Context: an optimization exercise on an open-source flow, tuned for small area and a short achievable clock period. The choices shown serve that exercise and are no tape-out recipe.
The RTL was checked by simulation tests, not by an equivalence proof against the original design.
Power and IR drop assume default switching activity.

run H:
==> module Riscv, before the edit <==
module Riscv(
    input         clk,
    input         rst,
    output [31:0] imem_addr,
    input  [31:0] imem_rdata,
    output [31:0] dmem_addr,
    output        dmem_re,
    output        dmem_we,
    output [31:0] dmem_wdata,
    input  [31:0] dmem_rdata,
    output        wb_we,
    output [4:0]  wb_rd,
    output [31:0] wb_data
);
reg  [31:1] fa;             
reg  [31:25] ir_hi;         
reg  [11:7]  ir_rd;         
reg  [31:0]  ar;            
reg  [31:0]  yr;            
reg  [31:0]  v2r;           
reg          c_l, c_s, c_b, c_bz, c_we, c_fw;    
reg          c_sub, c_sgn, s_sum, s_lt, s_and, s_or, s_sl, s_sr;
reg  [31:0]  xr;            
reg  [31:0]  br;            
reg          ex_ld, ex_st, ex_tk, ex_we;
reg  [4:0]   ex_rd;
reg  [31:0]  wb;
reg          wb_v;
reg  [4:0]   wb_a;
reg  [32*32-1:32] rf;       
wire kill = rst | ex_tk;
wire [31:0] res;
wire [31:0] f = imem_rdata;
wire [4:0]  f_op  = f[6:2];
wire [2:0]  f_f3  = f[14:12];
wire [4:0]  f_rs1 = f[19:15];
wire [4:0]  f_rs2 = f[24:20];
wire f_r = (f_op == 5'b01100);
wire f_i = (f_op == 5'b00100);
wire f_l = (f_op == 5'b00000);
wire f_s = (f_op == 5'b01000);
wire f_b = (f_op == 5'b11000);
wire f_sub = f_r && ((f_f3 == 3'b000 && f[30]) || f_f3 == 3'b010) || f_i && f_f3 == 3'b010;
wire [4:0] n_rd = kill ? 5'd31 : ir_rd;
wire       n_fw = !kill && c_fw;
wire       n_ld = !kill && c_l;
wire m1 = f_r && !n_ld && (n_rd == f_rs1);
wire m2 = f_r && !n_ld && (n_rd == f_rs2);
reg [31:0] rd1, rd2;
integer k;
always @(*) begin
    rd1 = 32'd0;
    rd2 = 32'd0;
    for (k = 1; k < 32; k = k + 1) begin
        rd1 = rd1 | ({32{f_rs1 == k}} & rf[32*k +: 32]);
        rd2 = rd2 | ({32{f_rs2 == k}} & rf[32*k +: 32]);
    end
end
wire [31:0] v1 = rd1;
wire [31:0] v2 = rd2;
wire [31:0] f_imm = {{20{f[31]}}, f[31:25], f_s ? f[11:7] : f[24:20]};
wire a_res = m1 && n_fw;
wire a_reg = !m1;
wire y_res = m2 && n_fw;
wire y_reg = f_r && !m2;
wire y_imm = !f_r;
wire [31:0] a_nx = ({32{a_res}} & res) | ({32{a_reg}} & v1);
wire [31:0] y_nx = ({32{y_res}} & res) | ({32{y_reg}} & v2) | ({32{y_imm}} & f_imm);
always @(posedge clk) begin
    ar    <= a_nx;
    yr    <= y_nx;
    v2r   <= v2;
    ir_hi <= f[31:25];
    ir_rd <= rst ? 5'd31 : f[11:7];
    c_l   <= !rst && f_l;
    c_s   <= !rst && f_s;
    c_b   <= !rst && f_b;
    c_we  <= !rst && (f_r || f_i || f_l);
    c_fw  <= !rst && (f_r || f_i || f_s);
    c_bz  <= (f_f3 == 3'b000);
    c_sub <= f_sub;
    c_sgn <= f_i;
    s_sum <= (f_r || f_i) && f_f3 == 3'b000 || f_l && (f_f3 == 3'b000 || f_f3 == 3'b010)
             || f_s && f_f3 == 3'b010;
    s_lt  <= (f_r || f_i) && f_f3 == 3'b010;
    s_and <= f_r && f_f3 == 3'b111;
    s_or  <= f_r && f_f3 == 3'b110;
    s_sl  <= f_r && f_f3 == 3'b001;
    s_sr  <= f_r && f_f3 == 3'b101;
    fa    <= rst ? 31'd0 : next_fa;
end
wire [31:0] imm_b = {{20{ir_hi[31]}}, ir_rd[7], ir_hi[30:25], ir_rd[11:8], 1'b0};
wire [31:0] a = ar;
wire [31:0] y = yr;
wire [31:0] sum;
add32 alu_add(.a(a), .b(y ^ {32{c_sub}}), .ci(c_sub), .s(sum));
wire        lt  = (a[31] != y[31]) ? (c_sgn ? a[31] : y[31]) : sum[31];
wire        big = |y[31:5];
wire [31:0] a_rev;
genvar g;
generate for (g = 0; g < 32; g = g + 1) begin : rev_a
    assign a_rev[g] = a[31-g];
end endgenerate
wire [31:0] sh_in = s_sl ? a_rev : a;
wire [31:0] sh    = sh_in >> y[4:0];
wire [31:0] sh_rev;
generate for (g = 0; g < 32; g = g + 1) begin : rev_s
    assign sh_rev[g] = sh[31-g];
end endgenerate
assign res = ({32{s_sum}} & sum)
           | {31'd0, s_lt & lt}
           | ({32{s_and}} & (a & y))
           | ({32{s_or}}  & (a | y))
           | ({32{s_sl && !big}} & sh_rev)
           | ({32{s_sr && !big}} & sh);
wire        tk_now = !kill && c_b && (ar == v2r);
wire [31:1] tgt    = c_bz ? (fa + imm_b[31:1]) : 31'd0;
wire [31:1] next_fa = tk_now ? tgt : fa + 31'd2;
always @(posedge clk) begin
    xr    <= res;
    br    <= v2r;
    ex_ld <= !kill && c_l;
    ex_st <= !kill && c_s;
    ex_tk <= tk_now;
    ex_we <= !kill && c_we;
    ex_rd <= ir_rd;
end
assign imem_addr  = {fa, 1'b0};
assign dmem_addr  = xr;
assign dmem_re    = ex_ld;
assign dmem_we    = ex_st;
assign dmem_wdata = br;
wire [31:0] wdata = ex_ld ? dmem_rdata : xr;
wire        wen   = !rst && ex_we;
always @(posedge clk) begin
    wb   <= wdata;
    wb_v <= wen;
    wb_a <= ex_rd;
end
genvar r;
generate for (r = 1; r < 32; r = r + 1) begin : regs
    always @(posedge clk)
        if (wen && ex_rd == r)
            rf[32*r +: 32] <= wdata;
end endgenerate
assign wb_we   = wb_v;
assign wb_rd   = wb_a;
assign wb_data = wb;
endmodule
make LEC_CHECK=0 CAP_MARGIN=20 CORE_MARGIN=2 CORE_UTILIZATION=40 CTS_BUF_LIST=sky130_fd_sc_hd__clkbuf_16 CTS_CLUSTER_DIAMETER=100 CTS_CLUSTER_SIZE=24 SETUP_SLACK_MARGIN=5 SLEW_MARGIN=20 SYNTH_HIERARCHICAL=1 TNS_END_PERCENT=0 finish   # period 8.0 ns
run.sh (not shown) runs the stock make flow with config.mk's settings and CLKGATE_MAP_FILE= SYNTH_SCRIPT=/design/flow/synth_recipe.tcl, a recipe that flattens the netlist after the stock synthesis.
[inputs] run E vs run H
--- a/flow/design.v
+++ b/flow/design.v
@@ -94,7 +94,7 @@
 wire [31:0] y_nx = ({32{y_res}} & res) | ({32{y_reg}} & v2) | ({32{y_imm}} & f_imm);
 always @(posedge clk) begin
     ar    <= a_nx;
-    yr    <= y_nx;
+    yr    <= y_nx ^ {32{f_sub}};
     v2r   <= v2;
     ir_hi <= f[31:25];
     ir_rd <= rst ? 5'd31 : f[11:7];
@@ -117,10 +117,11 @@
 end
 wire [31:0] imm_b = {{20{ir_hi[31]}}, ir_rd[7], ir_hi[30:25], ir_rd[11:8], 1'b0};
 wire [31:0] a = ar;
-wire [31:0] y = yr;
+wire [31:0] y = yr;         
 wire [31:0] sum;
-add32 alu_add(.a(a), .b(y ^ {32{c_sub}}), .ci(c_sub), .s(sum));
-wire        lt  = (a[31] != y[31]) ? (c_sgn ? a[31] : y[31]) : sum[31];
+add32 alu_add(.a(a), .b(y), .ci(c_sub), .s(sum));
+wire        y31 = y[31] ^ c_sub;
+wire        lt  = (a[31] != y31) ? (c_sgn ? a[31] : y31) : sum[31];
 wire        big = |y[31:5];
 wire [31:0] a_rev;
 genvar g;
Findings:
- Final critical path time including I/O delays and setup (lower): run E
- Compared with run H, run E shows top fanout value on the critical path higher by 1.
- On wire length: run E sits above run H.
- Multi-input logic area | run E above run H
- NOTE: clock-buffer cell count in run E exceeds that of run H
- The lower fmax came out of run H.
- In run E relative to run H, total power had gone up slightly.
- In the flow results for run E and run H, the largest stage delay on the critical path is smaller on run H.
- In the tables for run E and run H, leakage component of the power reads lower with run H.
- | clock slew seen by the registers of the worst setup and hold paths | run H vs run E | ≈ equal |

## re-timing with driven ports
In the flow no input, the clock included, has a driving cell. The finished layouts below were timed again as built, in two steps.
Step 1 assumes that a clkbuf_16 drives the clock port and a buf_2 every other input.
Step 2, shift: input delay + t, output delay - t, t = (earliest + latest rising clock arrival at the registers) / 2. This alone moves slack from input paths to output paths.
Slacks: no drivers / after step 1 / after step 2; pairs: no drivers / after step 1.
run | t, ns | setup slack, ns | worst setup path at the end
run H | 0.762 | 3.961 / 3.989 / 3.243 | input to register
run E | 0.786 | 3.979 / 3.959 / 3.173 | input to register
After both steps setup and hold are still met in every run listed. The setup slack of run E, which loses most, moves by -0.020 ns with the drivers and by -0.806 ns with both steps.
